This is an optimization exercise on Yosys and OpenROAD, whose aim is small area, not a production implementation. No run shown here included a check of the RTL's function; only the layout flow was run. Power figures rest on the tool's default switching activity, not on a simulated workload.

**design/flow/design.v**
```verilog
module DotProduct(
   input clk,
   input GlobalReset,
   input [18:0] A_0,
   input [18:0] A_1,
   input [18:0] A_2,
   input [18:0] A_3,
   input [18:0] A_4,
   input [18:0] A_5,
   input [18:0] A_6,
   input [18:0] A_7,
   input [18:0] A_8,
   input [18:0] A_9,
   input [9:0] B_0,
   input [9:0] B_1,
   input [9:0] B_2,
   input [9:0] B_3,
   input [9:0] B_4,
   input [9:0] B_5,
   input [9:0] B_6,
   input [9:0] B_7,
   input [9:0] B_8,
   input [9:0] B_9,
   output [25:0] value);
   reg  [4:0] ph;
   always @(posedge clk)
      if (GlobalReset) ph <= 5'd0;
      else             ph <= ph + 5'd1;
   reg  [9:0] selr;
   always @(posedge clk)
      if (GlobalReset) selr <= 10'd1;
      else             selr <= {selr[8:0], ph == 5'd31};
   wire [9:0] sel = selr;
   wire active = |selr;
   wire first  = selr[0];
   wire [18:0] a = ({19{sel[0]}} & A_0) | ({19{sel[1]}} & A_1) | ({19{sel[2]}} & A_2)
                 | ({19{sel[3]}} & A_3) | ({19{sel[4]}} & A_4) | ({19{sel[5]}} & A_5)
                 | ({19{sel[6]}} & A_6) | ({19{sel[7]}} & A_7) | ({19{sel[8]}} & A_8)
                 | ({19{sel[9]}} & A_9);
   wire [9:0]  b = ({10{sel[0]}} & B_0) | ({10{sel[1]}} & B_1) | ({10{sel[2]}} & B_2)
                 | ({10{sel[3]}} & B_3) | ({10{sel[4]}} & B_4) | ({10{sel[5]}} & B_5)
                 | ({10{sel[6]}} & B_6) | ({10{sel[7]}} & B_7) | ({10{sel[8]}} & B_8)
                 | ({10{sel[9]}} & B_9);
   reg  [25:0] acc;
   reg  [10:0] cf;
   reg  [25:0] value_r;
   assign value = value_r;
   wire [25:0] accf = first ? 26'd24117248 : acc;
   wire [10:0] cff = cf & {11{~first}};
   wire [19:0] ax = {a[18], a};
   wire [20:0] ax2 = {a[18], a, 1'b0};
   wire [10:0] bx = {b, 1'b0};
   wire one0 = bx[1] ^ bx[0];
   wire two0 = (bx[2] & ~bx[1] & ~bx[0]) | (~bx[2] & bx[1] & bx[0]);
   wire neg0 = bx[2];
   wire [19:0] x0 = ({20{one0}} & ax | {20{two0}} & ax2[19:0]) ^ {20{neg0}};
   wire ns0 = active & ~x0[19];
   wire one1 = bx[3] ^ bx[2];
   wire two1 = (bx[4] & ~bx[3] & ~bx[2]) | (~bx[4] & bx[3] & bx[2]);
   wire neg1 = bx[4];
   wire [19:0] x1 = ({20{one1}} & ax | {20{two1}} & ax2[19:0]) ^ {20{neg1}};
   wire ns1 = active & ~x1[19];
   wire one2 = bx[5] ^ bx[4];
   wire two2 = (bx[6] & ~bx[5] & ~bx[4]) | (~bx[6] & bx[5] & bx[4]);
   wire neg2 = bx[6];
   wire [19:0] x2 = ({20{one2}} & ax | {20{two2}} & ax2[19:0]) ^ {20{neg2}};
   wire ns2 = active & ~x2[19];
   wire one3 = bx[7] ^ bx[6];
   wire two3 = (bx[8] & ~bx[7] & ~bx[6]) | (~bx[8] & bx[7] & bx[6]);
   wire neg3 = bx[8];
   wire [19:0] x3 = ({20{one3}} & ax | {20{two3}} & ax2[19:0]) ^ {20{neg3}};
   wire ns3 = active & ~x3[19];
   wire one4 = bx[9] ^ bx[8];
   wire two4 = (bx[10] & ~bx[9] & ~bx[8]) | (~bx[10] & bx[9] & bx[8]);
   wire neg4 = bx[10];
   wire [19:0] x4 = ({20{one4}} & ax | {20{two4}} & ax2[19:0]) ^ {20{neg4}};
   wire ns4 = active & ~x4[19];
  wire fs_0_0, fc_0_0;
  assign fs_0_0 = accf[0] ^ neg0 ^ x0[0];
  assign fc_0_0 = (accf[0] & neg0) | (accf[0] & x0[0]) | (neg0 & x0[0]);
  wire fs_1_1, fc_1_1;
  assign fs_1_1 = accf[1] ^ x0[1] ^ fc_0_0;
  assign fc_1_1 = (accf[1] & x0[1]) | (accf[1] & fc_0_0) | (x0[1] & fc_0_0);
  wire fs_2_2, fc_2_2;
  assign fs_2_2 = accf[2] ^ neg1 ^ x0[2];
  assign fc_2_2 = (accf[2] & neg1) | (accf[2] & x0[2]) | (neg1 & x0[2]);
  wire fs_2_3, fc_2_3;
  assign fs_2_3 = x1[0] ^ fs_2_2 ^ fc_1_1;
  assign fc_2_3 = (x1[0] & fs_2_2) | (x1[0] & fc_1_1) | (fs_2_2 & fc_1_1);
  wire fs_3_4, fc_3_4;
  assign fs_3_4 = accf[3] ^ x0[3] ^ x1[1];
  assign fc_3_4 = (accf[3] & x0[3]) | (accf[3] & x1[1]) | (x0[3] & x1[1]);
  wire fs_3_5, fc_3_5;
  assign fs_3_5 = fc_2_2 ^ fs_3_4 ^ fc_2_3;
  assign fc_3_5 = (fc_2_2 & fs_3_4) | (fc_2_2 & fc_2_3) | (fs_3_4 & fc_2_3);
  wire fs_4_6, fc_4_6;
  assign fs_4_6 = accf[4] ^ neg2 ^ x0[4];
  assign fc_4_6 = (accf[4] & neg2) | (accf[4] & x0[4]) | (neg2 & x0[4]);
  wire fs_4_7, fc_4_7;
  assign fs_4_7 = x1[2] ^ x2[0] ^ fc_3_4;
  assign fc_4_7 = (x1[2] & x2[0]) | (x1[2] & fc_3_4) | (x2[0] & fc_3_4);
  wire fs_4_8, fc_4_8;
  assign fs_4_8 = fs_4_6 ^ fs_4_7 ^ fc_3_5;
  assign fc_4_8 = (fs_4_6 & fs_4_7) | (fs_4_6 & fc_3_5) | (fs_4_7 & fc_3_5);
  wire fs_5_9, fc_5_9;
  assign fs_5_9 = accf[5] ^ cff[0] ^ x0[5];
  assign fc_5_9 = (accf[5] & cff[0]) | (accf[5] & x0[5]) | (cff[0] & x0[5]);
  wire fs_5_10, fc_5_10;
  assign fs_5_10 = x1[3] ^ x2[1] ^ fc_4_6;
  assign fc_5_10 = (x1[3] & x2[1]) | (x1[3] & fc_4_6) | (x2[1] & fc_4_6);
  wire fs_5_11, fc_5_11;
  assign fs_5_11 = fs_5_9 ^ fc_4_7 ^ fs_5_10;
  assign fc_5_11 = (fs_5_9 & fc_4_7) | (fs_5_9 & fs_5_10) | (fc_4_7 & fs_5_10);
  wire fs_6_12, fc_6_12;
  assign fs_6_12 = accf[6] ^ neg3 ^ x0[6];
  assign fc_6_12 = (accf[6] & neg3) | (accf[6] & x0[6]) | (neg3 & x0[6]);
  wire fs_6_13, fc_6_13;
  assign fs_6_13 = x1[4] ^ x2[2] ^ x3[0];
  assign fc_6_13 = (x1[4] & x2[2]) | (x1[4] & x3[0]) | (x2[2] & x3[0]);
  wire fs_6_14, fc_6_14;
  assign fs_6_14 = fc_5_9 ^ fs_6_12 ^ fs_6_13;
  assign fc_6_14 = (fc_5_9 & fs_6_12) | (fc_5_9 & fs_6_13) | (fs_6_12 & fs_6_13);
  wire fs_6_15, fc_6_15;
  assign fs_6_15 = fc_5_10 ^ fs_6_14 ^ fc_5_11;
  assign fc_6_15 = (fc_5_10 & fs_6_14) | (fc_5_10 & fc_5_11) | (fs_6_14 & fc_5_11);
  wire fs_7_16, fc_7_16;
  assign fs_7_16 = accf[7] ^ x0[7] ^ x1[5];
  assign fc_7_16 = (accf[7] & x0[7]) | (accf[7] & x1[5]) | (x0[7] & x1[5]);
  wire fs_7_17, fc_7_17;
  assign fs_7_17 = x2[3] ^ x3[1] ^ fc_6_12;
  assign fc_7_17 = (x2[3] & x3[1]) | (x2[3] & fc_6_12) | (x3[1] & fc_6_12);
  wire fs_7_18, fc_7_18;
  assign fs_7_18 = fc_6_13 ^ fs_7_16 ^ fc_6_14;
  assign fc_7_18 = (fc_6_13 & fs_7_16) | (fc_6_13 & fc_6_14) | (fs_7_16 & fc_6_14);
  wire fs_7_19, fc_7_19;
  assign fs_7_19 = fs_7_17 ^ fs_7_18 ^ fc_6_15;
  assign fc_7_19 = (fs_7_17 & fs_7_18) | (fs_7_17 & fc_6_15) | (fs_7_18 & fc_6_15);
  wire fs_8_20, fc_8_20;
  assign fs_8_20 = accf[8] ^ cff[1] ^ neg4;
  assign fc_8_20 = (accf[8] & cff[1]) | (accf[8] & neg4) | (cff[1] & neg4);
  wire fs_8_21, fc_8_21;
  assign fs_8_21 = x0[8] ^ x1[6] ^ x2[4];
  assign fc_8_21 = (x0[8] & x1[6]) | (x0[8] & x2[4]) | (x1[6] & x2[4]);
  wire fs_8_22, fc_8_22;
  assign fs_8_22 = x3[2] ^ x4[0] ^ fs_8_20;
  assign fc_8_22 = (x3[2] & x4[0]) | (x3[2] & fs_8_20) | (x4[0] & fs_8_20);
  wire fs_8_23, fc_8_23;
  assign fs_8_23 = fc_7_16 ^ fs_8_21 ^ fs_8_22;
  assign fc_8_23 = (fc_7_16 & fs_8_21) | (fc_7_16 & fs_8_22) | (fs_8_21 & fs_8_22);
  wire fs_8_24, fc_8_24;
  assign fs_8_24 = fc_7_17 ^ fs_8_23 ^ fc_7_18;
  assign fc_8_24 = (fc_7_17 & fs_8_23) | (fc_7_17 & fc_7_18) | (fs_8_23 & fc_7_18);
  wire fs_9_25, fc_9_25;
  assign fs_9_25 = accf[9] ^ fc_8_20 ^ x0[9];
  assign fc_9_25 = (accf[9] & fc_8_20) | (accf[9] & x0[9]) | (fc_8_20 & x0[9]);
  wire fs_9_26, fc_9_26;
  assign fs_9_26 = x1[7] ^ x2[5] ^ x3[3];
  assign fc_9_26 = (x1[7] & x2[5]) | (x1[7] & x3[3]) | (x2[5] & x3[3]);
  wire fs_9_27, fc_9_27;
  assign fs_9_27 = x4[1] ^ fc_8_21 ^ fc_8_22;
  assign fc_9_27 = (x4[1] & fc_8_21) | (x4[1] & fc_8_22) | (fc_8_21 & fc_8_22);
  wire fs_9_28, fc_9_28;
  assign fs_9_28 = fs_9_25 ^ fs_9_26 ^ fc_8_23;
  assign fc_9_28 = (fs_9_25 & fs_9_26) | (fs_9_25 & fc_8_23) | (fs_9_26 & fc_8_23);
  wire fs_9_29, fc_9_29;
  assign fs_9_29 = fs_9_27 ^ fs_9_28 ^ fc_8_24;
  assign fc_9_29 = (fs_9_27 & fs_9_28) | (fs_9_27 & fc_8_24) | (fs_9_28 & fc_8_24);
  wire fs_10_30, fc_10_30;
  assign fs_10_30 = accf[10] ^ cff[2] ^ x0[10];
  assign fc_10_30 = (accf[10] & cff[2]) | (accf[10] & x0[10]) | (cff[2] & x0[10]);
  wire fs_10_31, fc_10_31;
  assign fs_10_31 = x1[8] ^ x2[6] ^ x3[4];
  assign fc_10_31 = (x1[8] & x2[6]) | (x1[8] & x3[4]) | (x2[6] & x3[4]);
  wire fs_10_32, fc_10_32;
  assign fs_10_32 = x4[2] ^ fc_9_25 ^ fc_9_26;
  assign fc_10_32 = (x4[2] & fc_9_25) | (x4[2] & fc_9_26) | (fc_9_25 & fc_9_26);
  wire fs_10_33, fc_10_33;
  assign fs_10_33 = fs_10_30 ^ fs_10_31 ^ fc_9_27;
  assign fc_10_33 = (fs_10_30 & fs_10_31) | (fs_10_30 & fc_9_27) | (fs_10_31 & fc_9_27);
  wire fs_10_34, fc_10_34;
  assign fs_10_34 = fs_10_32 ^ fs_10_33 ^ fc_9_28;
  assign fc_10_34 = (fs_10_32 & fs_10_33) | (fs_10_32 & fc_9_28) | (fs_10_33 & fc_9_28);
  wire fs_11_35, fc_11_35;
  assign fs_11_35 = accf[11] ^ x0[11] ^ x1[9];
  assign fc_11_35 = (accf[11] & x0[11]) | (accf[11] & x1[9]) | (x0[11] & x1[9]);
  wire fs_11_36, fc_11_36;
  assign fs_11_36 = x2[7] ^ x3[5] ^ x4[3];
  assign fc_11_36 = (x2[7] & x3[5]) | (x2[7] & x4[3]) | (x3[5] & x4[3]);
  wire fs_11_37, fc_11_37;
  assign fs_11_37 = fc_10_30 ^ fc_10_31 ^ fs_11_35;
  assign fc_11_37 = (fc_10_30 & fc_10_31) | (fc_10_30 & fs_11_35) | (fc_10_31 & fs_11_35);
  wire fs_11_38, fc_11_38;
  assign fs_11_38 = fs_11_36 ^ fc_10_32 ^ fs_11_37;
  assign fc_11_38 = (fs_11_36 & fc_10_32) | (fs_11_36 & fs_11_37) | (fc_10_32 & fs_11_37);
  wire fs_11_39, fc_11_39;
  assign fs_11_39 = fc_10_33 ^ fs_11_38 ^ fc_10_34;
  assign fc_11_39 = (fc_10_33 & fs_11_38) | (fc_10_33 & fc_10_34) | (fs_11_38 & fc_10_34);
  wire fs_12_40, fc_12_40;
  assign fs_12_40 = accf[12] ^ cff[3] ^ x0[12];
  assign fc_12_40 = (accf[12] & cff[3]) | (accf[12] & x0[12]) | (cff[3] & x0[12]);
  wire fs_12_41, fc_12_41;
  assign fs_12_41 = x1[10] ^ x2[8] ^ x3[6];
  assign fc_12_41 = (x1[10] & x2[8]) | (x1[10] & x3[6]) | (x2[8] & x3[6]);
  wire fs_12_42, fc_12_42;
  assign fs_12_42 = x4[4] ^ fc_11_35 ^ fc_11_36;
  assign fc_12_42 = (x4[4] & fc_11_35) | (x4[4] & fc_11_36) | (fc_11_35 & fc_11_36);
  wire fs_12_43, fc_12_43;
  assign fs_12_43 = fs_12_40 ^ fs_12_41 ^ fc_11_37;
  assign fc_12_43 = (fs_12_40 & fs_12_41) | (fs_12_40 & fc_11_37) | (fs_12_41 & fc_11_37);
  wire fs_12_44, fc_12_44;
  assign fs_12_44 = fs_12_42 ^ fc_11_38 ^ fs_12_43;
  assign fc_12_44 = (fs_12_42 & fc_11_38) | (fs_12_42 & fs_12_43) | (fc_11_38 & fs_12_43);
  wire fs_13_45, fc_13_45;
  assign fs_13_45 = accf[13] ^ x0[13] ^ x1[11];
  assign fc_13_45 = (accf[13] & x0[13]) | (accf[13] & x1[11]) | (x0[13] & x1[11]);
  wire fs_13_46, fc_13_46;
  assign fs_13_46 = x2[9] ^ x3[7] ^ x4[5];
  assign fc_13_46 = (x2[9] & x3[7]) | (x2[9] & x4[5]) | (x3[7] & x4[5]);
  wire fs_13_47, fc_13_47;
  assign fs_13_47 = fc_12_40 ^ fc_12_41 ^ fs_13_45;
  assign fc_13_47 = (fc_12_40 & fc_12_41) | (fc_12_40 & fs_13_45) | (fc_12_41 & fs_13_45);
  wire fs_13_48, fc_13_48;
  assign fs_13_48 = fs_13_46 ^ fc_12_42 ^ fs_13_47;
  assign fc_13_48 = (fs_13_46 & fc_12_42) | (fs_13_46 & fs_13_47) | (fc_12_42 & fs_13_47);
  wire fs_13_49, fc_13_49;
  assign fs_13_49 = fc_12_43 ^ fs_13_48 ^ fc_12_44;
  assign fc_13_49 = (fc_12_43 & fs_13_48) | (fc_12_43 & fc_12_44) | (fs_13_48 & fc_12_44);
  wire fs_14_50, fc_14_50;
  assign fs_14_50 = accf[14] ^ cff[4] ^ x0[14];
  assign fc_14_50 = (accf[14] & cff[4]) | (accf[14] & x0[14]) | (cff[4] & x0[14]);
  wire fs_14_51, fc_14_51;
  assign fs_14_51 = x1[12] ^ x2[10] ^ x3[8];
  assign fc_14_51 = (x1[12] & x2[10]) | (x1[12] & x3[8]) | (x2[10] & x3[8]);
  wire fs_14_52, fc_14_52;
  assign fs_14_52 = x4[6] ^ fc_13_45 ^ fc_13_46;
  assign fc_14_52 = (x4[6] & fc_13_45) | (x4[6] & fc_13_46) | (fc_13_45 & fc_13_46);
  wire fs_14_53, fc_14_53;
  assign fs_14_53 = fs_14_50 ^ fs_14_51 ^ fc_13_47;
  assign fc_14_53 = (fs_14_50 & fs_14_51) | (fs_14_50 & fc_13_47) | (fs_14_51 & fc_13_47);
  wire fs_14_54, fc_14_54;
  assign fs_14_54 = fs_14_52 ^ fc_13_48 ^ fs_14_53;
  assign fc_14_54 = (fs_14_52 & fc_13_48) | (fs_14_52 & fs_14_53) | (fc_13_48 & fs_14_53);
  wire fs_15_55, fc_15_55;
  assign fs_15_55 = accf[15] ^ x0[15] ^ x1[13];
  assign fc_15_55 = (accf[15] & x0[15]) | (accf[15] & x1[13]) | (x0[15] & x1[13]);
  wire fs_15_56, fc_15_56;
  assign fs_15_56 = x2[11] ^ x3[9] ^ x4[7];
  assign fc_15_56 = (x2[11] & x3[9]) | (x2[11] & x4[7]) | (x3[9] & x4[7]);
  wire fs_15_57, fc_15_57;
  assign fs_15_57 = fc_14_50 ^ fc_14_51 ^ fs_15_55;
  assign fc_15_57 = (fc_14_50 & fc_14_51) | (fc_14_50 & fs_15_55) | (fc_14_51 & fs_15_55);
  wire fs_15_58, fc_15_58;
  assign fs_15_58 = fs_15_56 ^ fc_14_52 ^ fs_15_57;
  assign fc_15_58 = (fs_15_56 & fc_14_52) | (fs_15_56 & fs_15_57) | (fc_14_52 & fs_15_57);
  wire fs_15_59, fc_15_59;
  assign fs_15_59 = fc_14_53 ^ fs_15_58 ^ fc_14_54;
  assign fc_15_59 = (fc_14_53 & fs_15_58) | (fc_14_53 & fc_14_54) | (fs_15_58 & fc_14_54);
  wire fs_16_60, fc_16_60;
  assign fs_16_60 = accf[16] ^ cff[5] ^ x0[16];
  assign fc_16_60 = (accf[16] & cff[5]) | (accf[16] & x0[16]) | (cff[5] & x0[16]);
  wire fs_16_61, fc_16_61;
  assign fs_16_61 = x1[14] ^ x2[12] ^ x3[10];
  assign fc_16_61 = (x1[14] & x2[12]) | (x1[14] & x3[10]) | (x2[12] & x3[10]);
  wire fs_16_62, fc_16_62;
  assign fs_16_62 = x4[8] ^ fc_15_55 ^ fc_15_56;
  assign fc_16_62 = (x4[8] & fc_15_55) | (x4[8] & fc_15_56) | (fc_15_55 & fc_15_56);
  wire fs_16_63, fc_16_63;
  assign fs_16_63 = fs_16_60 ^ fs_16_61 ^ fc_15_57;
  assign fc_16_63 = (fs_16_60 & fs_16_61) | (fs_16_60 & fc_15_57) | (fs_16_61 & fc_15_57);
  wire fs_16_64, fc_16_64;
  assign fs_16_64 = fs_16_62 ^ fc_15_58 ^ fs_16_63;
  assign fc_16_64 = (fs_16_62 & fc_15_58) | (fs_16_62 & fs_16_63) | (fc_15_58 & fs_16_63);
  wire fs_17_65, fc_17_65;
  assign fs_17_65 = accf[17] ^ x0[17] ^ x1[15];
  assign fc_17_65 = (accf[17] & x0[17]) | (accf[17] & x1[15]) | (x0[17] & x1[15]);
  wire fs_17_66, fc_17_66;
  assign fs_17_66 = x2[13] ^ x3[11] ^ x4[9];
  assign fc_17_66 = (x2[13] & x3[11]) | (x2[13] & x4[9]) | (x3[11] & x4[9]);
  wire fs_17_67, fc_17_67;
  assign fs_17_67 = fc_16_60 ^ fc_16_61 ^ fs_17_65;
  assign fc_17_67 = (fc_16_60 & fc_16_61) | (fc_16_60 & fs_17_65) | (fc_16_61 & fs_17_65);
  wire fs_17_68, fc_17_68;
  assign fs_17_68 = fs_17_66 ^ fc_16_62 ^ fs_17_67;
  assign fc_17_68 = (fs_17_66 & fc_16_62) | (fs_17_66 & fs_17_67) | (fc_16_62 & fs_17_67);
  wire fs_17_69, fc_17_69;
  assign fs_17_69 = fc_16_63 ^ fs_17_68 ^ fc_16_64;
  assign fc_17_69 = (fc_16_63 & fs_17_68) | (fc_16_63 & fc_16_64) | (fs_17_68 & fc_16_64);
  wire fs_18_70, fc_18_70;
  assign fs_18_70 = accf[18] ^ cff[6] ^ x0[18];
  assign fc_18_70 = (accf[18] & cff[6]) | (accf[18] & x0[18]) | (cff[6] & x0[18]);
  wire fs_18_71, fc_18_71;
  assign fs_18_71 = x1[16] ^ x2[14] ^ x3[12];
  assign fc_18_71 = (x1[16] & x2[14]) | (x1[16] & x3[12]) | (x2[14] & x3[12]);
  wire fs_18_72, fc_18_72;
  assign fs_18_72 = x4[10] ^ fc_17_65 ^ fc_17_66;
  assign fc_18_72 = (x4[10] & fc_17_65) | (x4[10] & fc_17_66) | (fc_17_65 & fc_17_66);
  wire fs_18_73, fc_18_73;
  assign fs_18_73 = fs_18_70 ^ fs_18_71 ^ fc_17_67;
  assign fc_18_73 = (fs_18_70 & fs_18_71) | (fs_18_70 & fc_17_67) | (fs_18_71 & fc_17_67);
  wire fs_18_74, fc_18_74;
  assign fs_18_74 = fs_18_72 ^ fc_17_68 ^ fs_18_73;
  assign fc_18_74 = (fs_18_72 & fc_17_68) | (fs_18_72 & fs_18_73) | (fc_17_68 & fs_18_73);
  wire fs_19_75, fc_19_75;
  assign fs_19_75 = accf[19] ^ ns0 ^ x1[17];
  assign fc_19_75 = (accf[19] & ns0) | (accf[19] & x1[17]) | (ns0 & x1[17]);
  wire fs_19_76, fc_19_76;
  assign fs_19_76 = x2[15] ^ x3[13] ^ x4[11];
  assign fc_19_76 = (x2[15] & x3[13]) | (x2[15] & x4[11]) | (x3[13] & x4[11]);
  wire fs_19_77, fc_19_77;
  assign fs_19_77 = fc_18_70 ^ fc_18_71 ^ fs_19_75;
  assign fc_19_77 = (fc_18_70 & fc_18_71) | (fc_18_70 & fs_19_75) | (fc_18_71 & fs_19_75);
  wire fs_19_78, fc_19_78;
  assign fs_19_78 = fs_19_76 ^ fc_18_72 ^ fs_19_77;
  assign fc_19_78 = (fs_19_76 & fc_18_72) | (fs_19_76 & fs_19_77) | (fc_18_72 & fs_19_77);
  wire fs_19_79, fc_19_79;
  assign fs_19_79 = fc_18_73 ^ fs_19_78 ^ fc_18_74;
  assign fc_19_79 = (fc_18_73 & fs_19_78) | (fc_18_73 & fc_18_74) | (fs_19_78 & fc_18_74);
  wire fs_20_80, fc_20_80;
  assign fs_20_80 = accf[20] ^ cff[7] ^ x1[18];
  assign fc_20_80 = (accf[20] & cff[7]) | (accf[20] & x1[18]) | (cff[7] & x1[18]);
  wire fs_20_81, fc_20_81;
  assign fs_20_81 = x2[16] ^ x3[14] ^ x4[12];
  assign fc_20_81 = (x2[16] & x3[14]) | (x2[16] & x4[12]) | (x3[14] & x4[12]);
  wire fs_20_82, fc_20_82;
  assign fs_20_82 = fc_19_75 ^ fc_19_76 ^ fs_20_80;
  assign fc_20_82 = (fc_19_75 & fc_19_76) | (fc_19_75 & fs_20_80) | (fc_19_76 & fs_20_80);
  wire fs_20_83, fc_20_83;
  assign fs_20_83 = fs_20_81 ^ fc_19_77 ^ fs_20_82;
  assign fc_20_83 = (fs_20_81 & fc_19_77) | (fs_20_81 & fs_20_82) | (fc_19_77 & fs_20_82);
  wire hs_20_0, hc_20_0;
  assign hs_20_0 = fc_19_78 ^ fs_20_83;
  assign hc_20_0 = fc_19_78 & fs_20_83;
  wire fs_21_84, fc_21_84;
  assign fs_21_84 = accf[21] ^ ns1 ^ x2[17];
  assign fc_21_84 = (accf[21] & ns1) | (accf[21] & x2[17]) | (ns1 & x2[17]);
  wire fs_21_85, fc_21_85;
  assign fs_21_85 = x3[15] ^ x4[13] ^ fc_20_80;
  assign fc_21_85 = (x3[15] & x4[13]) | (x3[15] & fc_20_80) | (x4[13] & fc_20_80);
  wire fs_21_86, fc_21_86;
  assign fs_21_86 = fc_20_81 ^ fs_21_84 ^ fc_20_82;
  assign fc_21_86 = (fc_20_81 & fs_21_84) | (fc_20_81 & fc_20_82) | (fs_21_84 & fc_20_82);
  wire fs_21_87, fc_21_87;
  assign fs_21_87 = fs_21_85 ^ fc_20_83 ^ fs_21_86;
  assign fc_21_87 = (fs_21_85 & fc_20_83) | (fs_21_85 & fs_21_86) | (fc_20_83 & fs_21_86);
  wire hs_21_1, hc_21_1;
  assign hs_21_1 = hc_20_0 ^ fs_21_87;
  assign hc_21_1 = hc_20_0 & fs_21_87;
  wire fs_22_88, fc_22_88;
  assign fs_22_88 = accf[22] ^ cff[8] ^ x2[18];
  assign fc_22_88 = (accf[22] & cff[8]) | (accf[22] & x2[18]) | (cff[8] & x2[18]);
  wire fs_22_89, fc_22_89;
  assign fs_22_89 = x3[16] ^ x4[14] ^ fc_21_84;
  assign fc_22_89 = (x3[16] & x4[14]) | (x3[16] & fc_21_84) | (x4[14] & fc_21_84);
  wire fs_22_90, fc_22_90;
  assign fs_22_90 = fs_22_88 ^ fc_21_85 ^ fs_22_89;
  assign fc_22_90 = (fs_22_88 & fc_21_85) | (fs_22_88 & fs_22_89) | (fc_21_85 & fs_22_89);
  wire fs_22_91, fc_22_91;
  assign fs_22_91 = fc_21_86 ^ fs_22_90 ^ fc_21_87;
  assign fc_22_91 = (fc_21_86 & fs_22_90) | (fc_21_86 & fc_21_87) | (fs_22_90 & fc_21_87);
  wire fs_23_92, fc_23_92;
  assign fs_23_92 = accf[23] ^ cff[9] ^ ns2;
  assign fc_23_92 = (accf[23] & cff[9]) | (accf[23] & ns2) | (cff[9] & ns2);
  wire fs_23_93, fc_23_93;
  assign fs_23_93 = x3[17] ^ x4[15] ^ fc_22_88;
  assign fc_23_93 = (x3[17] & x4[15]) | (x3[17] & fc_22_88) | (x4[15] & fc_22_88);
  wire fs_23_94, fc_23_94;
  assign fs_23_94 = fs_23_92 ^ fc_22_89 ^ fs_23_93;
  assign fc_23_94 = (fs_23_92 & fc_22_89) | (fs_23_92 & fs_23_93) | (fc_22_89 & fs_23_93);
  wire hs_23_2, hc_23_2;
  assign hs_23_2 = fc_22_90 ^ fs_23_94;
  assign hc_23_2 = fc_22_90 & fs_23_94;
  wire fs_24_95, fc_24_95;
  assign fs_24_95 = accf[24] ^ x3[18] ^ x4[16];
  assign fc_24_95 = (accf[24] & x3[18]) | (accf[24] & x4[16]) | (x3[18] & x4[16]);
  wire fs_24_96, fc_24_96;
  assign fs_24_96 = fc_23_92 ^ fs_24_95 ^ fc_23_93;
  assign fc_24_96 = (fc_23_92 & fs_24_95) | (fc_23_92 & fc_23_93) | (fs_24_95 & fc_23_93);
  wire fs_24_97, fc_24_97;
  assign fs_24_97 = fs_24_96 ^ fc_23_94 ^ hc_23_2;
  assign fc_24_97 = (fs_24_96 & fc_23_94) | (fs_24_96 & hc_23_2) | (fc_23_94 & hc_23_2);
  wire xs_25_3;
  assign xs_25_3 = accf[25] ^ cff[10];
  wire xs_25_4;
  assign xs_25_4 = xs_25_3 ^ ns3;
  wire xs_25_5;
  assign xs_25_5 = x4[17] ^ xs_25_4;
  wire xs_25_6;
  assign xs_25_6 = xs_25_5 ^ fc_24_95;
  wire xs_25_7;
  assign xs_25_7 = xs_25_6 ^ fc_24_96;
   wire [25:0] sum = {xs_25_7, fs_24_97, hs_23_2, fs_22_91, hs_21_1, hs_20_0, fs_19_79, fs_18_74, fs_17_69, fs_16_64, fs_15_59, fs_14_54, fs_13_49, fs_12_44, fs_11_39, fs_10_34, fs_9_29, fs_8_24, fs_7_19, fs_6_15, fs_5_11, fs_4_8, fs_3_5, fs_2_3, fs_1_1, fs_0_0};
   wire [10:0] cnext = {fc_24_97, fc_22_91, hc_21_1, fc_19_79, fc_17_69, fc_15_59, fc_13_49, fc_11_39, fc_9_29, fc_7_19, fc_4_8};
   always @(posedge clk) begin
      acc <= sum;
      cf <= cnext;
      if (ph == 5'd29) value_r <= acc;
   end
endmodule
```
**design/flow/flow/run.sh**
```bash
#!/bin/bash
# Standard ORFS flow (the standard.sh) with these changes:
#  - synthesis maps logic with ABC's area mapper (flow/abc.script) instead of
#    ORFS's delay-oriented script; everything else in synthesis is unchanged
#    (synth_recipe.tcl and ORFS's synth.tcl, with only the abc call edited);
#  - Yosys synth runs without its own early abc pass (SYNTH_ARGS=-noabc), so
#    the full adders written in the RTL reach extract_fa unchanged;
#  - timing-driven global placement does not keep the resizer changes it
#    makes while placing (GPL_KEEP_OVERFLOW=0);
#  - the port buffers are made from the smallest buffer cell.
# ORFS writes each step's own log under orfs/logs/; make's output goes to
# make_finish.log.
set -euo pipefail
HERE=$PWD
sed "s#^  log_cmd abc {\*}\$abc_args\$#  log_cmd abc {*}[lreplace \$abc_args 1 1 $HERE/flow/abc.script]#" \
  "$FLOW_HOME/scripts/synth.tcl" > synth_custom.tcl
grep -q "flow/abc.script" synth_custom.tcl
sed "s#\$::env(SCRIPTS_DIR)/synth.tcl#$HERE/synth_custom.tcl#" synth_recipe.tcl > synth_recipe_custom.tcl
grep -q "synth_custom.tcl" synth_recipe_custom.tcl
bash standard.sh SYNTH_SCRIPT=$HERE/synth_recipe_custom.tcl \
  SYNTH_ARGS=-noabc GPL_KEEP_OVERFLOW=0 BUFFER_PORTS_ARGS="-buffer_cell sky130_fd_sc_hd__buf_1" ${FLOW_EXTRA:-} finish > make_finish.log 2>&1
```
**design/flow/flow/abc.script**
```
strash; &get -n; &st; &dch; &nf -R 1000; &put; topo; stime -c
```
**design/flow/standard.sh**
```bash
#!/bin/bash
# synth_recipe.tcl (not shown) runs the flow's synth.tcl, then flattens the netlist and writes it again
# the make line also repeats each setting of config.mk as NAME=value (left out here)
make -C /OpenROAD-flow-scripts/flow DESIGN_CONFIG=/design/flow/config.mk WORK_HOME=/design/flow/orfs CLKGATE_MAP_FILE= SYNTH_SCRIPT=/design/flow/synth_recipe.tcl "${@:-finish}"
```
**design/flow/config.mk**
```make
export PLATFORM = sky130hd
export DESIGN_NAME = DotProduct
export DESIGN_NICKNAME = DotProduct
export VERILOG_FILES = /design/flow/design.v
export SDC_FILE = /design/flow/constraint.sdc
export NUM_CORES = 4
export LEC_CHECK = 0
export CAP_MARGIN = 5
export CORE_MARGIN = 2
export CORE_UTILIZATION = 40
export CTS_BUF_LIST = sky130_fd_sc_hd__clkbuf_4 sky130_fd_sc_hd__clkbuf_8
export PLACE_DENSITY = 0.6
export SLEW_MARGIN = 5
```
**design/flow/constraint.sdc**
```tcl
create_clock -name core_clock -period 6.0 [get_ports {clk}]
set_input_delay 1.2000 -clock core_clock [delete_from_list [all_inputs] [get_ports {clk}]]
set_output_delay 1.2000 -clock core_clock [all_outputs]
set_load 0.01 [all_outputs]
```
==> results of run 1 <==
-- layer usage --
metal,GRT usage,vias to the layer above,share of wire
li1,-,3181,-
met1,0.4261,3529,0.41
met2,0.4760,421,0.45
met3,0.1026,37,0.12
met4,0.08763,0,0.018
met5,0,-,0
-- per-stage QoR --
step | TNS [ns] | area, um^2 | cells
2_1_floorplan | -0.2006 | 7361 | 622
3_3_place_gp | -31.65 | 8832 | 1164
3_5_place_dp | -12.89 | 8955 | 1169
4_1_cts | 0 | 9170 | 1185
5_1_grt | 0 | 9180 | 1186
6_report | 0 | 9180 | 1186
-- registers in the layout, summed over array words and instances (netlist names) --
name / count
cf: 11
acc: 26
selr: 10
ph: 5
value_r: 26
-- worst max-delay path, stage by stage --
cell	delay [ns]
buf_1	0.12
a222oi_1	0.56
a21boi_0	0.21
and3_1	0.74
nand2_2	0.44
o22ai_1	0.31
xnor2_1	0.17
fa_1	0.47
fa_1	0.45
fa_1	0.45
fa_1	0.43
fa_1	0.53
-- kinds of logic (layout without fill, tap and decap cells) --
kind of cell    after synthesis  count (layout)  share of synthesized area
fa+ha+maj                   105             105                     0.2869
compound gates              214             214                     0.2357
xor+xnor                    107             107                     0.1312
mux                           2               2                   0.002802
buf+inv                       7             346                   0.003678
simple gates                109             109                    0.08476
flops                        78              78                     0.2550
-- cell usage after synthesis, types with 4 or more instances --
cell type / n / area, um^2
fa_1: 98 / 1962
edfxtp_1: 26 / 780.8
ha_1: 7 / 87.58
a21oi_1: 6 / 30.03
and3_1: 24 / 150.1
a21boi_0: 25 / 187.7
nand2_1: 14 / 52.55
xnor2_1: 103 / 902.1
o22ai_1: 89 / 556.8
xor2_1: 4 / 35.03
nor2b_1: 40 / 250.2
a222oi_1: 81 / 810.8
clkinv_1: 7 / 26.28
o21ai_0: 5 / 25.02
nor2_1: 15 / 56.30
dfxtp_1: 52 / 1041
or2_0: 5 / 31.28
-- area by class of cell --
class | instances | area, um^2 | share of cell area
Multi-Input combinational cell | 537 | 5555 | 0.6052
Sequential cell | 78 | 1836 | 0.1999
Timing Repair Buffer | 323 | 1285 | 0.1400
Tap cell | 225 | 281.5 | 0.03067
Clock buffer | 10 | 131.4 | 0.01431
Clock inverter | 6 | 62.56 | 0.006815
Inverter | 7 | 28.78 | 0.003135
-- power by group --
part	internal [mW]	total [mW]	leakage [nW]	switching, mW
Clock	0.197	0.410	0.104	0.213
Sequential	0.802	0.891	0.672	0.0898
Combinational	1.31	2.70	2.14	1.39
Total	2.31	4.00	2.91	1.69
-- worst max-delay path by stage --
| stage | startpoint | to | slack [ns] | cells past startpoint |
|---|---|---|---|---|
| after detailed placement | B_6[9] | acc[22] | -0.65 | 12 |
| after global routing | B_2[0] | acc[9] | 0.03 | 12 |
| after CTS | selr[2] | acc[22] | 0.04 | 11 |
| after global placement | selr[0] | acc[9] | -1.31 | 10 |
| final | B_2[0] | acc[9] | 0.23 | 12 |
| after floorplan | B_2[5] | acc[19] | -0.04 | 13 |
-- what timing repair did --
item                                    in CTS  in global routing
cloned                                       0                  0
resized for setup                            5                  1
buffers inserted                             0                  1
endpoints found under the setup margin      22                 13
==> results by group, run 1 <==
Setup path
  – Critical path endpoint category: flip-flop
  – WP data required: 6.33 ns
  – Worst Path Arrival: 6.10 ns
  – Critical path class: in -> reg
  – R2R depth: 13
  – Setup slack, reg-to-reg: 0.32 ns
  – Startpoint class of the critical path: input pin
  – R2r startpoint: selr[3]
  – R2R Path End: acc[9]
  – Crit path max fanout: 20

Synthesis
  – Yosys warns: 1
  – Mapped Nets: 1,019
  – Dominant synthesized flop cell: dfxtp_1
  – Avg Inst Size Synth: 11.49 um^2
  – Number of synthesized flops with an enable pin: 26
  – Gate Count Post-Synth: 622
  – Post-Syn Area: 7144 um^2
  – Seq cells post-synth: 78
  – Ys async rst share: 0
  – Seq/Total Area, Yosys: 0.2550
  – Synth unique cells: 27

Clock tree
  – CTS root buf: clkbuf_8
  – CTS max path bufs: 2
  – Num CTS Buffers: 9
  – CTS sink count: 78
  – CTS tree: done
  – Htree depth: 3
  – CTS clock-pin slew for the worst setup and hold paths: 0.09 ns
  – Worst-Skew Late Latency: 0.39 ns
  – Hold buffers post-CTS: 0

Timing
  – Setup violators final: 0
  – Slew margin rel.: 0.1389
  – Achievable Freq: 173.2 MHz
  – Final worst slack: 0.2274 ns
  – Max Slew Vio Count: 0
  – Unrepaired setup endpoints after global routing: no
  – Fin crit share: 0.9621
  – Final hold violation count: 0
  – Clock Skews: 0.01783 ns
  – Worst slew pin tran: 1.285 ns
  – Final min period: 5.773 ns
  – Tightest hold margin: 0.4283 ns

Detailed routing
  – Detailed-router iteration count before antenna repair: 10
  – DRC Markers: 0
  – Final ANT Viol Nets: 0
  – Vias per cell: 6.044
  – Final wirelength: 28,700 um
  – 1st-iter DRT viols: 874
  – Vias: 7,168
  – Drt wl/cell: 24.20 um

Power
  – Post-layout power: 4.001 mW
  – Max IR drop VDD: 0.2070 mV
  – Leakage: 2.912 nW
  – Power Density: 435.8 nW/um^2

Floorplan
  – Cell row count: 48
  – Die Area: 18,950 um^2
  – Die H: 137.6 um
  – Io pins: 318
  – Die X: 137.6 um
  – Core Region: 17,360 um^2
  – Initial core utilization: 0.4116

Place
  – GPL Wtd Cong: 0.9105
  – PortBufs: 317
  – Detailed Place HPWL: 21,470 um
  – Setup WS pre-CTS: -0.6547 ns

Final layout
  – Nets@finish: 1,353
  – Area grow syn2layout: 28.49%
  – Commonest non-fill, non-tap cells in the layout: buf_1 (317), xnor2_1 (100), a222oi_1 (81), o22ai_1 (78), fa_1 (67)
  – N_diodes: 0
  – Commonest non-fill, non-tap cell in the layout: buf_1
  – Ratio of cells with drive above 1 in the final layout: 0.09365
  – Fin util: 0.5289
  – Fillers: 1,645

Worst hold path
  – Min-delay src: acc[13]
  – Worst Hold Path EP: value_r[13]
  – HP Class: reg -> reg
  – Cell count of the worst hold path: 0

Outcome
  – Outcome: timing/DRC/antenna clean

Global route
  – First-pass GRT wire length: 43,040 um
  – Gr usage total: 0.3125
  – Vias in the first global route: 7,241
  – Global route overflow: 0
  – Initial antenna violation count: 0
  – Largest net degree at the start of global routing: 68

Flow run
  – Max_cap viols: 0
==> inputs of run 2 (changes only) <==
--- a/design/flow/design.v
+++ b/design/flow/design.v
@@ -27,11 +27,11 @@
       if (GlobalReset) ph <= 5'd0;
       else             ph <= ph + 5'd1;
-   reg  [9:0] selr;
-   always @(posedge clk)
-      if (GlobalReset) selr <= 10'd1;
-      else             selr <= {selr[8:0], ph == 5'd31};
-   wire [9:0] sel = selr;
-   wire active = |selr;
-   wire first  = selr[0];
+   wire [9:0] sel;
+   genvar gi;
+   generate for (gi = 0; gi < 10; gi = gi + 1) begin : g_sel
+      assign sel[gi] = (ph == gi);
+   end endgenerate
+   wire active = (ph < 5'd10);
+   wire first  = (ph == 5'd0);
    wire [18:0] a = ({19{sel[0]}} & A_0) | ({19{sel[1]}} & A_1) | ({19{sel[2]}} & A_2)
                  | ({19{sel[3]}} & A_3) | ({19{sel[4]}} & A_4) | ({19{sel[5]}} & A_5)
@@ -46,6 +46,8 @@
    reg  [25:0] value_r;
    assign value = value_r;
-   wire [25:0] accf = first ? 26'd24117248 : acc;
-   wire [10:0] cff = cf & {11{~first}};
+   wire activem = active;
+   wire firstm  = first;
+   wire [25:0] accf = firstm ? 26'd24117248 : acc;
+   wire [10:0] cff = cf & {11{~firstm}};
    wire [19:0] ax = {a[18], a};
    wire [20:0] ax2 = {a[18], a, 1'b0};
@@ -55,25 +57,25 @@
    wire neg0 = bx[2];
    wire [19:0] x0 = ({20{one0}} & ax | {20{two0}} & ax2[19:0]) ^ {20{neg0}};
-   wire ns0 = active & ~x0[19];
+   wire ns0 = activem & ~x0[19];
    wire one1 = bx[3] ^ bx[2];
    wire two1 = (bx[4] & ~bx[3] & ~bx[2]) | (~bx[4] & bx[3] & bx[2]);
    wire neg1 = bx[4];
    wire [19:0] x1 = ({20{one1}} & ax | {20{two1}} & ax2[19:0]) ^ {20{neg1}};
-   wire ns1 = active & ~x1[19];
+   wire ns1 = activem & ~x1[19];
    wire one2 = bx[5] ^ bx[4];
    wire two2 = (bx[6] & ~bx[5] & ~bx[4]) | (~bx[6] & bx[5] & bx[4]);
    wire neg2 = bx[6];
    wire [19:0] x2 = ({20{one2}} & ax | {20{two2}} & ax2[19:0]) ^ {20{neg2}};
-   wire ns2 = active & ~x2[19];
+   wire ns2 = activem & ~x2[19];
    wire one3 = bx[7] ^ bx[6];
    wire two3 = (bx[8] & ~bx[7] & ~bx[6]) | (~bx[8] & bx[7] & bx[6]);
    wire neg3 = bx[8];
    wire [19:0] x3 = ({20{one3}} & ax | {20{two3}} & ax2[19:0]) ^ {20{neg3}};
-   wire ns3 = active & ~x3[19];
+   wire ns3 = activem & ~x3[19];
    wire one4 = bx[9] ^ bx[8];
    wire two4 = (bx[10] & ~bx[9] & ~bx[8]) | (~bx[10] & bx[9] & bx[8]);
    wire neg4 = bx[10];
    wire [19:0] x4 = ({20{one4}} & ax | {20{two4}} & ax2[19:0]) ^ {20{neg4}};
-   wire ns4 = active & ~x4[19];
+   wire ns4 = activem & ~x4[19];
   wire fs_0_0, fc_0_0;
   assign fs_0_0 = accf[0] ^ neg0 ^ x0[0];
@@ -131,9 +133,9 @@
   assign fc_7_17 = (x2[3] & x3[1]) | (x2[3] & fc_6_12) | (x3[1] & fc_6_12);
   wire fs_7_18, fc_7_18;
-  assign fs_7_18 = fc_6_13 ^ fs_7_16 ^ fc_6_14;
-  assign fc_7_18 = (fc_6_13 & fs_7_16) | (fc_6_13 & fc_6_14) | (fs_7_16 & fc_6_14);
+  assign fs_7_18 = fc_6_13 ^ fs_7_16 ^ fs_7_17;
+  assign fc_7_18 = (fc_6_13 & fs_7_16) | (fc_6_13 & fs_7_17) | (fs_7_16 & fs_7_17);
   wire fs_7_19, fc_7_19;
-  assign fs_7_19 = fs_7_17 ^ fs_7_18 ^ fc_6_15;
-  assign fc_7_19 = (fs_7_17 & fs_7_18) | (fs_7_17 & fc_6_15) | (fs_7_18 & fc_6_15);
+  assign fs_7_19 = fc_6_14 ^ fs_7_18 ^ fc_6_15;
+  assign fc_7_19 = (fc_6_14 & fs_7_18) | (fc_6_14 & fc_6_15) | (fs_7_18 & fc_6_15);
   wire fs_8_20, fc_8_20;
   assign fs_8_20 = accf[8] ^ cff[1] ^ neg4;
@@ -179,6 +181,6 @@
   assign fc_10_33 = (fs_10_30 & fs_10_31) | (fs_10_30 & fc_9_27) | (fs_10_31 & fc_9_27);
   wire fs_10_34, fc_10_34;
-  assign fs_10_34 = fs_10_32 ^ fs_10_33 ^ fc_9_28;
-  assign fc_10_34 = (fs_10_32 & fs_10_33) | (fs_10_32 & fc_9_28) | (fs_10_33 & fc_9_28);
+  assign fs_10_34 = fs_10_32 ^ fc_9_28 ^ fs_10_33;
+  assign fc_10_34 = (fs_10_32 & fc_9_28) | (fs_10_32 & fs_10_33) | (fc_9_28 & fs_10_33);
   wire fs_11_35, fc_11_35;
   assign fs_11_35 = accf[11] ^ x0[11] ^ x1[9];
@@ -206,9 +208,9 @@
   assign fc_12_42 = (x4[4] & fc_11_35) | (x4[4] & fc_11_36) | (fc_11_35 & fc_11_36);
   wire fs_12_43, fc_12_43;
-  assign fs_12_43 = fs_12_40 ^ fs_12_41 ^ fc_11_37;
-  assign fc_12_43 = (fs_12_40 & fs_12_41) | (fs_12_40 & fc_11_37) | (fs_12_41 & fc_11_37);
+  assign fs_12_43 = fs_12_40 ^ fs_12_41 ^ fs_12_42;
+  assign fc_12_43 = (fs_12_40 & fs_12_41) | (fs_12_40 & fs_12_42) | (fs_12_41 & fs_12_42);
   wire fs_12_44, fc_12_44;
-  assign fs_12_44 = fs_12_42 ^ fc_11_38 ^ fs_12_43;
-  assign fc_12_44 = (fs_12_42 & fc_11_38) | (fs_12_42 & fs_12_43) | (fc_11_38 & fs_12_43);
+  assign fs_12_44 = fc_11_37 ^ fs_12_43 ^ fc_11_38;
+  assign fc_12_44 = (fc_11_37 & fs_12_43) | (fc_11_37 & fc_11_38) | (fs_12_43 & fc_11_38);
   wire fs_13_45, fc_13_45;
   assign fs_13_45 = accf[13] ^ x0[13] ^ x1[11];
@@ -236,9 +238,9 @@
   assign fc_14_52 = (x4[6] & fc_13_45) | (x4[6] & fc_13_46) | (fc_13_45 & fc_13_46);
   wire fs_14_53, fc_14_53;
-  assign fs_14_53 = fs_14_50 ^ fs_14_51 ^ fc_13_47;
-  assign fc_14_53 = (fs_14_50 & fs_14_51) | (fs_14_50 & fc_13_47) | (fs_14_51 & fc_13_47);
+  assign fs_14_53 = fs_14_50 ^ fs_14_51 ^ fs_14_52;
+  assign fc_14_53 = (fs_14_50 & fs_14_51) | (fs_14_50 & fs_14_52) | (fs_14_51 & fs_14_52);
   wire fs_14_54, fc_14_54;
-  assign fs_14_54 = fs_14_52 ^ fc_13_48 ^ fs_14_53;
-  assign fc_14_54 = (fs_14_52 & fc_13_48) | (fs_14_52 & fs_14_53) | (fc_13_48 & fs_14_53);
+  assign fs_14_54 = fc_13_47 ^ fs_14_53 ^ fc_13_48;
+  assign fc_14_54 = (fc_13_47 & fs_14_53) | (fc_13_47 & fc_13_48) | (fs_14_53 & fc_13_48);
   wire fs_15_55, fc_15_55;
   assign fs_15_55 = accf[15] ^ x0[15] ^ x1[13];
@@ -266,9 +268,9 @@
   assign fc_16_62 = (x4[8] & fc_15_55) | (x4[8] & fc_15_56) | (fc_15_55 & fc_15_56);
   wire fs_16_63, fc_16_63;
-  assign fs_16_63 = fs_16_60 ^ fs_16_61 ^ fc_15_57;
-  assign fc_16_63 = (fs_16_60 & fs_16_61) | (fs_16_60 & fc_15_57) | (fs_16_61 & fc_15_57);
+  assign fs_16_63 = fs_16_60 ^ fs_16_61 ^ fs_16_62;
+  assign fc_16_63 = (fs_16_60 & fs_16_61) | (fs_16_60 & fs_16_62) | (fs_16_61 & fs_16_62);
   wire fs_16_64, fc_16_64;
-  assign fs_16_64 = fs_16_62 ^ fc_15_58 ^ fs_16_63;
-  assign fc_16_64 = (fs_16_62 & fc_15_58) | (fs_16_62 & fs_16_63) | (fc_15_58 & fs_16_63);
+  assign fs_16_64 = fc_15_57 ^ fs_16_63 ^ fc_15_58;
+  assign fc_16_64 = (fc_15_57 & fs_16_63) | (fc_15_57 & fc_15_58) | (fs_16_63 & fc_15_58);
   wire fs_17_65, fc_17_65;
   assign fs_17_65 = accf[17] ^ x0[17] ^ x1[15];
@@ -296,9 +298,9 @@
   assign fc_18_72 = (x4[10] & fc_17_65) | (x4[10] & fc_17_66) | (fc_17_65 & fc_17_66);
   wire fs_18_73, fc_18_73;
-  assign fs_18_73 = fs_18_70 ^ fs_18_71 ^ fc_17_67;
-  assign fc_18_73 = (fs_18_70 & fs_18_71) | (fs_18_70 & fc_17_67) | (fs_18_71 & fc_17_67);
+  assign fs_18_73 = fs_18_70 ^ fs_18_71 ^ fs_18_72;
+  assign fc_18_73 = (fs_18_70 & fs_18_71) | (fs_18_70 & fs_18_72) | (fs_18_71 & fs_18_72);
   wire fs_18_74, fc_18_74;
-  assign fs_18_74 = fs_18_72 ^ fc_17_68 ^ fs_18_73;
-  assign fc_18_74 = (fs_18_72 & fc_17_68) | (fs_18_72 & fs_18_73) | (fc_17_68 & fs_18_73);
+  assign fs_18_74 = fc_17_67 ^ fs_18_73 ^ fc_17_68;
+  assign fc_18_74 = (fc_17_67 & fs_18_73) | (fc_17_67 & fc_17_68) | (fs_18_73 & fc_17_68);
   wire fs_19_75, fc_19_75;
   assign fs_19_75 = accf[19] ^ ns0 ^ x1[17];
@@ -338,9 +340,9 @@
   assign fc_21_85 = (x3[15] & x4[13]) | (x3[15] & fc_20_80) | (x4[13] & fc_20_80);
   wire fs_21_86, fc_21_86;
-  assign fs_21_86 = fc_20_81 ^ fs_21_84 ^ fc_20_82;
-  assign fc_21_86 = (fc_20_81 & fs_21_84) | (fc_20_81 & fc_20_82) | (fs_21_84 & fc_20_82);
+  assign fs_21_86 = fc_20_81 ^ fs_21_84 ^ fs_21_85;
+  assign fc_21_86 = (fc_20_81 & fs_21_84) | (fc_20_81 & fs_21_85) | (fs_21_84 & fs_21_85);
   wire fs_21_87, fc_21_87;
-  assign fs_21_87 = fs_21_85 ^ fc_20_83 ^ fs_21_86;
-  assign fc_21_87 = (fs_21_85 & fc_20_83) | (fs_21_85 & fs_21_86) | (fc_20_83 & fs_21_86);
+  assign fs_21_87 = fc_20_82 ^ fs_21_86 ^ fc_20_83;
+  assign fc_21_87 = (fc_20_82 & fs_21_86) | (fc_20_82 & fc_20_83) | (fs_21_86 & fc_20_83);
   wire hs_21_1, hc_21_1;
   assign hs_21_1 = hc_20_0 ^ fs_21_87;
@@ -377,6 +379,6 @@
   assign fc_24_96 = (fc_23_92 & fs_24_95) | (fc_23_92 & fc_23_93) | (fs_24_95 & fc_23_93);
   wire fs_24_97, fc_24_97;
-  assign fs_24_97 = fs_24_96 ^ fc_23_94 ^ hc_23_2;
-  assign fc_24_97 = (fs_24_96 & fc_23_94) | (fs_24_96 & hc_23_2) | (fc_23_94 & hc_23_2);
+  assign fs_24_97 = fc_23_94 ^ fs_24_96 ^ hc_23_2;
+  assign fc_24_97 = (fc_23_94 & fs_24_96) | (fc_23_94 & hc_23_2) | (fs_24_96 & hc_23_2);
   wire xs_25_3;
   assign xs_25_3 = accf[25] ^ cff[10];
--- a/design/flow/flow/run.sh
+++ b/design/flow/flow/run.sh
@@ -8,4 +8,8 @@
 #  - timing-driven global placement does not keep the resizer changes it
 #    makes while placing (GPL_KEEP_OVERFLOW=0);
+#  - after global routing, cells on paths with positive slack are downsized
+#    (RECOVER_POWER=100);
+#  - clock tree synthesis adds no dummy loads (CTS_ARGS: ORFS's own
+#    arguments plus -dont_use_dummy_load);
 #  - the port buffers are made from the smallest buffer cell.
 # ORFS writes each step's own log under orfs/logs/; make's output goes to
@@ -19,3 +23,5 @@
 grep -q "synth_custom.tcl" synth_recipe_custom.tcl
 bash standard.sh SYNTH_SCRIPT=$HERE/synth_recipe_custom.tcl \
-  SYNTH_ARGS=-noabc GPL_KEEP_OVERFLOW=0 BUFFER_PORTS_ARGS="-buffer_cell sky130_fd_sc_hd__buf_1" ${FLOW_EXTRA:-} finish > make_finish.log 2>&1
+  SYNTH_ARGS=-noabc GPL_KEEP_OVERFLOW=0 RECOVER_POWER=100 \
+  CTS_ARGS="-sink_clustering_enable -repair_clock_nets -buf_list {sky130_fd_sc_hd__clkbuf_4 sky130_fd_sc_hd__clkbuf_8} -dont_use_dummy_load" \
+  BUFFER_PORTS_ARGS="-buffer_cell sky130_fd_sc_hd__buf_1" ${FLOW_EXTRA:-} finish > make_finish.log 2>&1
==> run 2 against run 1 <==
  * Now fails the layout checks on capacitance limit, slew limit
  * Fmax decreased by 0.90%
  * Setup slack got worse by 0.053 ns
  * Global-route usage grew 0.84 points
  * Critical endpoint is now acc[19]
  * Final area is 3.4% higher
  * Clock power decreased by 27%
  * Synthesized cell count is 8.0% higher
  * Die area fell by 1.8%
  * Non-clock buffer count up 20
  * Total power up 52%
  * Final cell count rose by 5.9%
==> results by group, run 2 <==
Clock tree
  – Htree depth: 3 (unchanged)
  – CTS root buf: clkbuf_8
  – Worst-Skew Late Latency: 0.37 ns (-0.02 ns)
  – Num CTS Buffers: 9 (unchanged)
  – CTS max path bufs: 2 (unchanged)
  – CTS tree: done
  – CTS sink count: 68 (-13%)
  – CTS clock-pin slew for the worst setup and hold paths: 0.08 ns (about the same)
  – Hold buffers post-CTS: 0 (unchanged)

Synthesis
  – Seq cells post-synth: 68 (-13%)
  – Dominant synthesized flop cell: dfxtp_1
  – Most common cell in the synthesized netlist: xnor2_1
  – Synth unique cells: 23 (-15%)
  – Avg Inst Size Synth: 10.44 um^2 (-9.1%)
  – Post-Syn Area: 7015 um^2 (-1.8%)
  – Post-synth top cells: xnor2_1 (104), fa_1 (98), nand2_1 (91)
  – Top cell type by total area after synthesis: fa_1
  – Mapped Nets: 1,071 (+5.1%)
  – Ys async rst share: 0 (unchanged)
  – Seq/Total Area, Yosys: 0.2311 (-0.02385)
  – Gate Count Post-Synth: 672 (+8.0%)
  – Top cell type's share of synthesized area: 0.2797 (+0.005044)
  – Number of synthesized flops with an enable pin: 26 (unchanged)
  – Yosys warns: 1 (unchanged)
  – Synth area leaders: fa_1 (28%), xnor2_1 (13%), dfxtp_1 (12%)

Outcome
  – Outcome: failed layout checks
  – Layout check failures: capacitance limit, slew limit

Final layout
  – FF/Latch Area: 1627 um^2 (-11%)
  – Area grow syn2layout: 35.24%
  – Nets@finish: 1,432 (+5.8%)
  – Commonest non-fill, non-tap cell in the layout: buf_1
  – Largest regs: acc: 26 flops, value_r: 26 flops, cf: 11 flops
  – Ratio of cells with drive above 1 in the final layout: 0.1145 (+0.02080)
  – Design Area, Final: 9488 um^2 (+3.4%)
  – Area of the multi-input gates: 5849 um^2 (+5.3%)
  – N_diodes: 0 (unchanged)
  – Fillers: 1,620 (-1.5%)
  – Commonest non-fill, non-tap cells in the layout: buf_1 (316), xnor2_1 (100), nand2_1 (90), a222oi_1 (81), o22ai_1 (75)
  – Final std cells w/o fill: 1,256 (+5.9%)

Place
  – GPL Wtd Cong: 0.8548 (-6.1%)
  – Dpl cells: 1,228 (+5.0%)
  – Post-DP Area: 9115 um^2 (+1.8%)
  – Detailed Place HPWL: 20,880 um (-2.7%)
  – Setup WS pre-CTS: -0.8171 ns (-0.1625 ns)
  – PortBufs: 317 (unchanged)

Setup path
  – WP data required: 6.23 ns (-0.10 ns)
  – Critical path class: reg -> reg
  – Crit path max fanout: 17 (-15%)
  – Critical path endpoint category: flip-flop
  – Startpoint class of the critical path: flip-flop
  – R2R Path End: acc[19]
  – R2R depth: 17 (+4)
  – R2r startpoint: ph[0]
  – Setup slack, reg-to-reg: 0.17 ns (-0.15 ns)
  – Worst Path Arrival: 6.06 ns (-0.04 ns)

Detailed routing
  – Vias: 7,563 (+5.5%)
  – DRC Markers: 0 (unchanged)
  – Final wirelength: 29,200 um (+1.7%)
  – Drt wl/cell: 23.25 um (-3.9%)
  – Final ANT Viol Nets: 0 (unchanged)
  – Vias per cell: 6.021 (-0.37%)
  – 1st-iter DRT viols: 1,177 (+35%)
  – Detailed-router iteration count before antenna repair: 9 (-1)

Floorplan
  – Die H: 136.4 um (-0.88%)
  – Io pins: 318 (unchanged)
  – Cell row count: 48 (unchanged)
  – Initial core utilization: 0.4070 (-0.004608)
  – Die Area: 18,610 um^2 (-1.8%)
  – Die X: 136.4 um (-0.88%)
  – Core Region: 17,240 um^2 (-0.69%)

Timing
  – Final hold violation count: 0 (unchanged)
  – Fin crit share: 0.9709 (+0.008764)
  – Clock Skews: 0.01605 ns (-0.001778 ns)
  – Max Slew Vio Count: 27 (+27)
  – Achievable Freq: 171.7 MHz (-0.90%)
  – Worst slew pin tran: 2.538 ns (+1.253 ns)
  – Setup violators final: 0 (unchanged)
  – Final min period: 5.825 ns (+0.05259 ns)
  – Slew margin rel.: -0.6984 (-0.8373)
  – Final worst slack: 0.1748 ns (-0.05259 ns)

Global route
  – Vias in the first global route: 7,440 (+2.7%)
  – Global route overflow: 0 (unchanged)
  – Initial antenna violation count: 0 (unchanged)
  – Gr usage total: 0.3209 (+0.008374)
  – First-pass GRT wire length: 43,560 um (+1.2%)
  – Largest net degree at the start of global routing: 27 (-60%)

Power
  – Power Density: 642.9 nW/um^2 (+48%)
  – Leakage: 3.192 nW (+9.6%)
  – Max IR drop VDD: 0.3539 mV (+71%)

Worst hold path
  – Cell count of the worst hold path: 0 (unchanged)
  – Worst Hold Path EP: value_r[10]
  – Min-delay src: acc[10]
  – HP Class: reg -> reg

Flow run
  – Max_cap viols: 1 (+1)
run 2: worst max path at each step:
stage	slack [ns]	depth (start not counted)	startpoint	to
global placement	-2.19	15	ph[0]	acc[22]
floorplan	-0.14	13	B_0[5]	acc[13]
global route	-0.002	17	ph[0]	acc[19]
detailed placement	-0.82	15	ph[3]	acc[22]
CTS	0.02	19	ph[0]	acc[17]
finish	0.17	17	ph[0]	acc[19]
run 2: per-stage QoR:
step	power (mW)	hold WS [ns]	setup TNS (ns)	util
2_1_floorplan	4.500	0.4005	-1.116	-
3_3_place_gp	5.567	0.4028	-61.72	0.5083
3_5_place_dp	5.774	0.4096	-13.83	0.5288
4_1_cts	6.167	0.4263	0	0.5453
5_1_grt	6.997	0.4296	-0.001549	0.5505
6_report	6.100	0.4230	0	0.5505
run 2: cell families after synthesis:
group,count (synthesis),share of synthesized area
and+or+nand+nor,192,0.1202
AOI/OAI and AO/OA,187,0.2108
xor gates and xnor gates,108,0.1348
adders and majority gates,107,0.2957
DFF,68,0.2311
buffers and inverters,8,0.004281
muxes,2,0.003032
run 2: timing repair:
action	CTS	global route
setup buffers	8	4
setup endpoints to repair	31	19
cloned	7	0
gates resized for setup	6	13
pin swaps	9	1
run 2: power breakdown:
| part | switching [mW] | internal (mW) | total (mW) |
|---|---|---|---|
| logic | 2.57 | 2.34 | 4.91 |
| clock network | 0.166 | 0.134 | 0.300 |
| registers | 0.0712 | 0.819 | 0.890 |
| total | 2.80 | 3.30 | 6.10 |
run 2: layout make-up:
cell class	instances	area share
clock buffers	9	0.01306
repair buffers	343	0.1659
inverters	8	0.003429
flip-flops and latches	68	0.1714
multi-input cells	603	0.6165
well taps	225	0.02967
run 2: critical path, stage by stage (launching register included):
cell	delay [ns]
dfxtp_2	0.40
ha_1	0.16
nand2b_1	0.19
nor3_4	0.76
buf_8	0.26
a222oi_1	0.13
nand2_1	0.31
nor2_4	0.07
buf_4	0.23
xnor2_2	0.36
buf_6	0.25
o22ai_1	0.11
xnor2_1	0.25
fa_1	0.47
fa_1	0.46
fa_1	0.41
fa_2	0.37
fa_1	0.46
run 2: layer usage:
| metal | share of wire | GRT usage | wire, um |
|---|---|---|---|
| met2 | 0.46 | 0.5181 | 13440 |
| met4 | 0.032 | 0.1065 | 947 |
| met3 | 0.10 | 0.06562 | 3000 |
| met1 | 0.40 | 0.4315 | 11810 |
| met5 | 0 | 0 | 0 |

port drivers added, routing unchanged:
The results above use ideal ports. As a check the final layouts listed here were re-extracted and re-timed, cells and wires unchanged. Step 1: set_driving_cell puts a clkbuf_16 on clk and a buf_2 on each other input, an assumption about the parent block. Step 2 also shifts input and output timing later by t, the mid clock arrival at the registers, as if the neighbouring blocks saw the same clock. Three values: no drivers, after step 1, after step 2; two values: the first two.
| run | shift t [ns] | setup slack, ns | hold WS [ns] | worst setup path after step 2 | worst data-port slew with drivers (ns) |
|---|---|---|---|---|---|
| run 1 | 0.413 | 0.227 / 0.238 / -0.175 | 0.428 / 0.428 / 0.428 | input to register | 0.08 |
| run 2 | 0.398 | 0.175 / 0.175 / 0.175 | 0.423 / 0.423 / 0.423 | register to register | 0.07 |
Met with ideal ports but missed after step 2: setup timing in run 1. The setup slack of run 1, which loses most, moves by +0.011 ns with the drivers and by -0.402 ns with both steps.
